This design comes from an exercise in tuning for small area on the open sky130 flow, not from production work. Where RTL was checked, it was by simulation tests only, not by an equivalence proof against the original. No driver is modelled on the clock port, so clocking that relies on it looks cheaper here than on a real chip. Power is estimated from default activity; no workload was simulated.

==> module bdm, before the edit <==
module bdm(
	input clk,
	input rst,
	input bkgd_in,
	output bkgd_out,
	output bkgd_is_high_z,
	output mcu_pwr,
	output mcu_vpp,
	input do_read,
	input do_write,
	input do_start_mcu,
	input do_stop_mcu,
	input do_delay,
	input do_echo_test,
	input do_enable_vpp,
	input do_disable_vpp,
	input do_echo_sync_value,
	input do_resync,
	input [7:0] data_in,
	output [7:0] data_out,
	output ready,
	output reg valid,
	output [3:0] debug
);
localparam ST_IDLE        = 4'd0;
localparam ST_BOOT_SEND   = 4'd1;   
localparam ST_BOOT_STABLE = 4'd2;   
localparam ST_SYNC_START  = 4'd3;   
localparam ST_SYNCING     = 4'd4;
localparam ST_W_SEND      = 4'd5;
localparam ST_W_WAIT      = 4'd6;   
localparam ST_R_RX        = 4'd7;
localparam ST_R_REPLY     = 4'd8;   
localparam ST_R_BIT       = 4'd9;
localparam ST_R_DONE      = 4'd10;
localparam ST_ONE         = 4'd11;  
localparam ST_DELAY       = 4'd12;
localparam ST_ESYNC_HI    = 4'd13;
localparam ST_ESYNC_LO    = 4'd14;
localparam ST_SET_CLOCK   = 4'd15;  
reg [3:0] state;
reg [10:0] timer;
reg [7:0] data;
reg pwr;
reg vpp_enabled;
wire [19:0] sync_count;
wire [19:0] sync_cnt;
wire sync_inverted;
wire [2:0] sync_state;
wire sync_ready;
wire bdc_clk_pulse;
sync_controller sync_controller(
	.clk(clk),
	.rst(rst || do_stop_mcu || do_resync),
	.bkgd_in(bkgd_in),
	.start_sync(state == ST_SYNC_START),
	.count(sync_cnt),
	.inverted(sync_inverted),
	.sync_length(sync_count),
	.ready(sync_ready),
	.state(sync_state)
);
bdc_clk_pulse_generator bdc_clk_pulse_generator(
	.clk(clk),
	.rst(rst),
	.bdc_clk_pulse(bdc_clk_pulse),
	.sync_length(sync_count),
	.set_sync_length(state == ST_SET_CLOCK)
);
assign debug = {1'b0, sync_state};
assign bkgd_out = 1'd0;
assign mcu_pwr = pwr;
assign mcu_vpp = vpp_enabled;
wire sync_sending = sync_state == 3'd1;
assign bkgd_is_high_z = !(state == ST_BOOT_SEND || state == ST_W_WAIT || state == ST_R_REPLY ||
	((state == ST_SYNC_START || state == ST_SYNCING) && sync_sending));
assign ready = (state == ST_IDLE || state == ST_SET_CLOCK) && !do_start_mcu && !do_stop_mcu && !do_read && !do_write &&
	!do_delay && !do_echo_test && !do_echo_sync_value && !do_resync;
wire echo_hi = state == ST_ESYNC_HI;
wire echo_lo = state == ST_ESYNC_LO;
wire [7:0] out_sel =
	echo_hi ? {sync_cnt[15:13] & {3{!sync_inverted}}, sync_cnt[12:8]} :
	echo_lo ? sync_cnt[7:0] :
	data;
assign data_out = out_sel ^ {{3{echo_lo && sync_inverted}}, {5{(echo_hi || echo_lo) && sync_inverted}}};
wire timer_zero = timer == 11'd0;
wire tclk_zero = timer[3:0] == 4'd0;
wire bits_left = |timer[7:4];
wire [10:0] timer_dec = timer - 1'd1;
always @(posedge clk) begin
	valid <= 0;
	if (rst) begin
		state <= ST_IDLE;
		vpp_enabled <= 0;
		pwr <= 0;
	end else begin
		if (state == ST_IDLE && sync_state == 3'd0 && !sync_ready)
			pwr <= 0;
		case (state)
		ST_IDLE:
			if (do_start_mcu) begin
				state <= ST_BOOT_SEND;
				timer <= 11'd1451;
			end else if (do_read) begin
				state <= ST_R_RX;
				timer <= 11'd128;
			end else if (do_write) begin
				state <= ST_W_SEND;
				timer <= 11'd128;
				data <= data_in;
			end else if (do_delay) begin
				state <= ST_DELAY;
				timer <= {3'd0, data_in[3:0], 4'd0};
			end else if (do_echo_test) begin
				state <= ST_ONE;
				data <= data_in;
				valid <= 1;
			end else if (do_enable_vpp) begin
				vpp_enabled <= 1;
			end else if (do_disable_vpp) begin
				vpp_enabled <= 0;
			end else if (do_echo_sync_value) begin
				state <= ST_ESYNC_HI;
				valid <= 1;
			end else if (do_resync) begin
				state <= ST_SYNC_START;
			end
		ST_BOOT_SEND: begin
			if (timer == 11'd1201)
				pwr <= 1;
			if (timer_zero) begin
				state <= ST_BOOT_STABLE;
				timer <= 11'd501;
			end else
				timer <= timer_dec;
		end
		ST_BOOT_STABLE:
			if (timer_zero)
				state <= ST_SYNC_START;
			else
				timer <= timer_dec;
		ST_SYNC_START, ST_SYNCING:
			if (sync_ready)
				state <= ST_SET_CLOCK;
			else
				state <= ST_SYNCING;
		ST_W_SEND, ST_W_WAIT, ST_R_RX, ST_R_REPLY, ST_R_BIT:
			if (!tclk_zero) begin
				if (bdc_clk_pulse)
					timer <= timer_dec;
			end else case (state)
			ST_W_SEND:
				if (bits_left) begin
					state <= ST_W_WAIT;
					timer <= {timer_dec[10:4], data[7] ? 4'd4 : 4'd14};
				end else
					state <= ST_ONE;
			ST_W_WAIT: begin
				state <= ST_W_SEND;
				timer[3:0] <= data[7] ? 4'd14 : 4'd4;
				data <= {data[6:0], bkgd_in};
			end
			ST_R_RX:
				if (bits_left) begin
					state <= ST_R_REPLY;
					timer <= {timer_dec[10:4], 4'd3};
				end else
					state <= ST_R_DONE;
			ST_R_REPLY: begin
				state <= ST_R_BIT;
				timer[3:0] <= 4'd7;
			end
			default: begin  
				state <= ST_R_RX;
				timer[3:0] <= 4'd6;
				data <= {data[6:0], bkgd_in};
			end
			endcase
		ST_R_DONE: begin
			state <= ST_IDLE;
			valid <= 1;
		end
		ST_DELAY:
			if (timer_zero)
				state <= ST_IDLE;
			else
				timer <= timer_dec;
		ST_ESYNC_HI: begin
			state <= ST_ESYNC_LO;
			valid <= 1;
		end
		default:  
			state <= ST_IDLE;
		endcase
	end
end
endmodule
Settings: LEC_CHECK=0, CAP_MARGIN=20, CORE_MARGIN=2, CORE_UTILIZATION=40, CTS_BUF_LIST=sky130_fd_sc_hd__clkbuf_8, SLEW_MARGIN=20; clock period 5.0 ns.
standard.sh (not shown) runs the stock make flow with config.mk's settings and CLKGATE_MAP_FILE= SYNTH_SCRIPT=/design/flow/synth_recipe.tcl, a recipe that flattens the netlist after the stock synthesis.
==> flow/flow/run.sh <==
#!/bin/bash
# Own layout flow: the standard flow (standard.sh) with these changes.
# 1. Synthesis: ABC maps the combinational logic with an area-oriented script
#    (abc_area.script) in place of ORFS's delay-oriented abc_speed.script; the
#    script copy below differs from ORFS's scripts in that one file only.
#    Everything before ABC (registers, their names and cells) is unchanged.
# 2. Placement: the port buffers that buffer_ports adds are buf_1 cells.
# 3. Clock tree: clkbuf_8 buffers (as config.mk's CTS_BUF_LIST) and no dummy
#    loads; the other clock_tree_synthesis options are ORFS's defaults.
# Every other step is the standard flow's. Each tool's output goes to a log
# here (run_synth.log, run_layout.log) and under orfs/logs/.
set -euo pipefail
W=$(pwd)
S="$W/orfs_scripts_area"
rm -rf "$S"
cp -r "$FLOW_HOME/scripts" "$S"
cp "$W/flow/abc_area.script" "$S/abc_speed.script"
bash "$W/standard.sh" SCRIPTS_DIR="$S" synth > "$W/run_synth.log" 2>&1
bash "$W/standard.sh" \
  BUFFER_PORTS_ARGS="-buffer_cell sky130_fd_sc_hd__buf_1" \
  CTS_ARGS="-sink_clustering_enable -repair_clock_nets -buf_list sky130_fd_sc_hd__clkbuf_8 -dont_use_dummy_load" \
  finish > "$W/run_layout.log" 2>&1
==> flow/flow/abc_area.script <==
strash
&get -n
&deepsyn -J 200 -T 250
&put
&get -n
&dch -f
&nf -a -R 1000
&put
Edit:
--- a/flow/design.v
+++ b/flow/design.v
@@ -138,8 +138,8 @@
 localparam ST_ESYNC_LO    = 4'd14;
 localparam ST_SET_CLOCK   = 4'd15;  
 reg [3:0] state;
-reg [10:0] timer;
-reg [7:0] data;
+reg [3:0] tclk;
+reg [8:0] data;
 reg pwr;
 reg vpp_enabled;
 wire [19:0] sync_count;
@@ -180,11 +180,11 @@
 wire [7:0] out_sel =
 	echo_hi ? {sync_cnt[15:13] & {3{!sync_inverted}}, sync_cnt[12:8]} :
 	echo_lo ? sync_cnt[7:0] :
-	data;
+	data[7:0];
 assign data_out = out_sel ^ {{3{echo_lo && sync_inverted}}, {5{(echo_hi || echo_lo) && sync_inverted}}};
+wire [10:0] timer = {data[6:0], tclk};
 wire timer_zero = timer == 11'd0;
-wire tclk_zero = timer[3:0] == 4'd0;
-wire bits_left = |timer[7:4];
+wire tclk_zero = tclk == 4'd0;
 wire [10:0] timer_dec = timer - 1'd1;
 always @(posedge clk) begin
 	valid <= 0;
@@ -199,20 +199,21 @@
 		ST_IDLE:
 			if (do_start_mcu) begin
 				state <= ST_BOOT_SEND;
-				timer <= 11'd1451;
+				{data[6:0], tclk} <= 11'd1451;
 			end else if (do_read) begin
 				state <= ST_R_RX;
-				timer <= 11'd128;
+				tclk <= 4'd0;
+				data <= 9'd1;
 			end else if (do_write) begin
 				state <= ST_W_SEND;
-				timer <= 11'd128;
-				data <= data_in;
+				tclk <= 4'd0;
+				data <= {data_in, 1'b1};
 			end else if (do_delay) begin
 				state <= ST_DELAY;
-				timer <= {3'd0, data_in[3:0], 4'd0};
+				{data[6:0], tclk} <= {3'd0, data_in[3:0], 4'd0};
 			end else if (do_echo_test) begin
 				state <= ST_ONE;
-				data <= data_in;
+				data[7:0] <= data_in;
 				valid <= 1;
 			end else if (do_enable_vpp) begin
 				vpp_enabled <= 1;
@@ -229,15 +230,15 @@
 				pwr <= 1;
 			if (timer_zero) begin
 				state <= ST_BOOT_STABLE;
-				timer <= 11'd501;
-			end else
-				timer <= timer_dec;
+				{data[6:0], tclk} <= 11'd501;
+			end else
+				{data[6:0], tclk} <= timer_dec;
 		end
 		ST_BOOT_STABLE:
 			if (timer_zero)
 				state <= ST_SYNC_START;
 			else
-				timer <= timer_dec;
+				{data[6:0], tclk} <= timer_dec;
 		ST_SYNC_START, ST_SYNCING:
 			if (sync_ready)
 				state <= ST_SET_CLOCK;
@@ -246,33 +247,33 @@
 		ST_W_SEND, ST_W_WAIT, ST_R_RX, ST_R_REPLY, ST_R_BIT:
 			if (!tclk_zero) begin
 				if (bdc_clk_pulse)
-					timer <= timer_dec;
+					tclk <= tclk - 1'd1;
 			end else case (state)
 			ST_W_SEND:
-				if (bits_left) begin
+				if (data[7:0] != 8'd0) begin
 					state <= ST_W_WAIT;
-					timer <= {timer_dec[10:4], data[7] ? 4'd4 : 4'd14};
+					tclk <= data[8] ? 4'd4 : 4'd14;
 				end else
 					state <= ST_ONE;
 			ST_W_WAIT: begin
 				state <= ST_W_SEND;
-				timer[3:0] <= data[7] ? 4'd14 : 4'd4;
-				data <= {data[6:0], bkgd_in};
+				tclk <= data[8] ? 4'd14 : 4'd4;
+				data <= {data[7:0], 1'b0};
 			end
 			ST_R_RX:
-				if (bits_left) begin
+				if (!data[8]) begin
 					state <= ST_R_REPLY;
-					timer <= {timer_dec[10:4], 4'd3};
+					tclk <= 4'd3;
 				end else
 					state <= ST_R_DONE;
 			ST_R_REPLY: begin
 				state <= ST_R_BIT;
-				timer[3:0] <= 4'd7;
+				tclk <= 4'd7;
 			end
 			default: begin  
 				state <= ST_R_RX;
-				timer[3:0] <= 4'd6;
-				data <= {data[6:0], bkgd_in};
+				tclk <= 4'd6;
+				data <= {data[7:0], bkgd_in};
 			end
 			endcase
 		ST_R_DONE: begin
@@ -283,7 +284,7 @@
 			if (timer_zero)
 				state <= ST_IDLE;
 			else
-				timer <= timer_dec;
+				{data[6:0], tclk} <= timer_dec;
 		ST_ESYNC_HI: begin
 			state <= ST_ESYNC_LO;
 			valid <= 1;
The changed run completed with no timing, DRC or antenna violations.
Area after synthesis shrinks by 1.8%.
Worst hold slack is about the same.
Count of clock-buffer cells in the layout is unchanged.
Final cell count stays flat.
First-iteration DRC count shrinks by 13%.

---

bdm, a different RTL version from the one above (not shown whole).
Size in the first run: roughly 760 cells after synthesis, ~39 I/O pins, about 6300 um^2 of cells after synthesis.
==> module sync_controller, before the edit <==
module sync_controller(
	input clk,
	input rst,
	input bkgd_in,
	input start_sync,
	output [19:0] sync_length,
	output reg ready,
	output reg [2:0] state
);
localparam HIGHTIME = 20'd6500;
localparam S_IDLE = 3'd0;
localparam S_SENDING_SYNC = 3'd1;
localparam S_WAITING_FOR_SETTLE = 3'd2;
localparam S_WAITING_FOR_PULL_LOW = 3'd3;
localparam S_COUNTING_SYNC = 3'd4;
reg [19:0] sync_count;
assign sync_length = sync_count;
wire down_zero = sync_count[12:0] == 13'd0;
always @(posedge clk) begin
	if (rst) begin
		state <= S_IDLE;
		sync_count <= HIGHTIME;
		ready <= 0;
	end else if (start_sync) begin
		state <= S_SENDING_SYNC;
		sync_count <= HIGHTIME;
		ready <= 0;
	end else begin
		case (state)
		S_SENDING_SYNC:
			if (down_zero) begin
				state <= S_WAITING_FOR_SETTLE;
				sync_count[12:0] <= 13'h0f;
			end else
				sync_count[12:0] <= sync_count[12:0] - 1'd1;
		S_WAITING_FOR_SETTLE:
			if (down_zero)
				state <= S_WAITING_FOR_PULL_LOW;
			else
				sync_count[12:0] <= sync_count[12:0] - 1'd1;
		S_WAITING_FOR_PULL_LOW:
			if (!bkgd_in)
				state <= S_COUNTING_SYNC;
		S_COUNTING_SYNC:
			if (bkgd_in) begin
				state <= S_IDLE;
				ready <= 1;
			end else
				sync_count <= sync_count + 1'd1;
		default: ;
		endcase
	end
end
endmodule
==> module bdc_clk_pulse_generator, before the edit <==
module bdc_clk_pulse_generator(
	input clk,
	input rst,
	output bdc_clk_pulse,
	input [19:0] sync_length,
	input set_sync_length
);
reg [13:0] counter;
reg [19:0] target_time;  
reg [6:0] frac;
reg carry;
assign bdc_clk_pulse = counter == 0;
wire [13:0] whole = target_time[19:7] + carry;
always @(posedge clk) begin
	if (rst) begin
		counter <= 0;
		target_time <= 0;
		frac <= 0;
		carry <= 0;
	end else if (set_sync_length) begin
		target_time <= sync_length;
		frac <= sync_length[6:0];
		carry <= 0;
	end else if (counter > whole) begin
		counter <= 0;
		{carry, frac} <= frac + target_time[6:0];
	end else begin
		counter <= counter + 1'd1;
	end
end
endmodule
clock: 5.0 ns
lec_check: 0
cap_margin: 20
core_margin: 2
core_utilization: 40
slew_margin: 20
run.sh (not shown) runs the stock make flow with config.mk's settings and CLKGATE_MAP_FILE= SYNTH_SCRIPT=/design/flow/synth_recipe.tcl, a recipe that flattens the netlist after the stock synthesis.
Stock flow here: none of the scripts above is used.
Then changed:
--- a/flow/design.v
+++ b/flow/design.v
@@ -6,48 +6,51 @@
 	output [19:0] sync_length,
 	output reg ready,
 	output reg [2:0] state
 );
-localparam HIGHTIME = 20'd6500;
 localparam S_IDLE = 3'd0;
 localparam S_SENDING_SYNC = 3'd1;
 localparam S_WAITING_FOR_SETTLE = 3'd2;
 localparam S_WAITING_FOR_PULL_LOW = 3'd3;
 localparam S_COUNTING_SYNC = 3'd4;
-reg [19:0] sync_count;
-assign sync_length = sync_count;
-wire down_zero = sync_count[12:0] == 13'd0;
+reg [19:0] cnt;
+wire inverted = state == S_SENDING_SYNC || state == S_WAITING_FOR_SETTLE ||
+	(state == S_IDLE && !ready);
+assign sync_length = {cnt[19:13] & {7{!inverted}}, cnt[12:0] ^ {13{inverted}}};
+wire down_zero = &cnt[12:0];
+wire [19:0] cnt_inc = cnt + 1'd1;
 always @(posedge clk) begin
 	if (rst) begin
 		state <= S_IDLE;
-		sync_count <= HIGHTIME;
+		cnt <= ~20'd6500;
 		ready <= 0;
 	end else if (start_sync) begin
 		state <= S_SENDING_SYNC;
-		sync_count <= HIGHTIME;
+		cnt <= ~20'd6500;
 		ready <= 0;
 	end else begin
 		case (state)
 		S_SENDING_SYNC:
 			if (down_zero) begin
 				state <= S_WAITING_FOR_SETTLE;
-				sync_count[12:0] <= 13'h0f;
-			end else
-				sync_count[12:0] <= sync_count[12:0] - 1'd1;
+				cnt[12:0] <= ~13'h0f;
+			end else
+				cnt <= cnt_inc;
 		S_WAITING_FOR_SETTLE:
-			if (down_zero)
+			if (down_zero) begin
 				state <= S_WAITING_FOR_PULL_LOW;
-			else
-				sync_count[12:0] <= sync_count[12:0] - 1'd1;
+				cnt <= 20'd0;
+			end else
+				cnt <= cnt_inc;
 		S_WAITING_FOR_PULL_LOW:
 			if (!bkgd_in)
 				state <= S_COUNTING_SYNC;
 		S_COUNTING_SYNC:
 			if (bkgd_in) begin
 				state <= S_IDLE;
 				ready <= 1;
 			end else
-				sync_count <= sync_count + 1'd1;
+				cnt <= cnt_inc;
 		default: ;
 		endcase
 	end
 end
@@ -62,22 +65,30 @@
 reg [13:0] counter;
 reg [19:0] target_time;  
 reg [6:0] frac;
 reg carry;
+reg stall;
 assign bdc_clk_pulse = counter == 0;
-wire [13:0] whole = target_time[19:7] + carry;
+wire at_end = counter > target_time[19:7];
 always @(posedge clk) begin
 	if (rst) begin
 		counter <= 0;
 		target_time <= 0;
 		frac <= 0;
 		carry <= 0;
+		stall <= 0;
 	end else if (set_sync_length) begin
 		target_time <= sync_length;
 		frac <= sync_length[6:0];
 		carry <= 0;
-	end else if (counter > whole) begin
+		stall <= 0;
+		if (stall)
+			counter <= counter + 1'd1;
+	end else if (at_end && carry && !stall) begin
+		stall <= 1;
+	end else if (at_end) begin
 		counter <= 0;
+		stall <= 0;
 		{carry, frac} <= frac + target_time[6:0];
 	end else begin
 		counter <= counter + 1'd1;
 	end
Effect: The new run produced a clean layout; power drops by 1.2%; wire length barely changes; register-to-register slack improves by 0.26 ns; sequential share of layout area goes up by 0.73 points; count of clock-buffer cells in the layout is higher by 2; fmax barely changes; worst setup slack stays flat; via count goes up by 2.1%; cell count barely changes; design area falls by 1.5%; die area drops by 0.31%; synthesized cell count climbs by 1.7%; clock power shrinks by 15%.
No functional check of the RTL was part of the second run of this note.

[re-timing with driven ports]
The flow's constraints put no driver on any port. The routed layouts listed below were extracted and timed again, unchanged, in two steps.
Step 1 sets driving cells, clkbuf_16 on the clock port and buf_2 on the other inputs (assumed; they add their load-dependent delay and slew).
Step 2 adds t to the input delays and takes it off the output delays; t is the mean of the earliest and latest rising clock arrival at the registers after step 1. Input paths then give back, and output paths get back, about the clock's delay inside the block.
Three values: ideal, step 1, step 2; two values: the first two.
run | t (ns) | slack for setup (ns) | hold slack, ns | worst register clock-pin slew, ns | worst data-port slew with drivers (ns)
the first run of note 1 | 0.408 | 1.239 / 1.207 / 1.423 | 0.450 / 0.450 / 0.450 | 0.10 / 0.10 | 0.05
the second run of note 1 | 0.393 | 0.880 / 0.880 / 0.880 | 0.451 / 0.451 / 0.451 | 0.09 / 0.09 | 0.03
the first run of note 2 | 0.381 | 0.857 / 0.818 / 0.841 | 0.477 / 0.477 / 0.477 | 0.07 / 0.07 | 0.04
the second run of note 2 | 0.386 | 0.856 / 0.835 / 0.835 | 0.472 / 0.472 / 0.472 | 0.07 / 0.07 | 0.05
After both steps setup and hold are still met in every run listed. For the second run of note 2, which loses most, drivers alone change the setup slack by -0.021 ns; drivers and shift together by -0.021 ns.
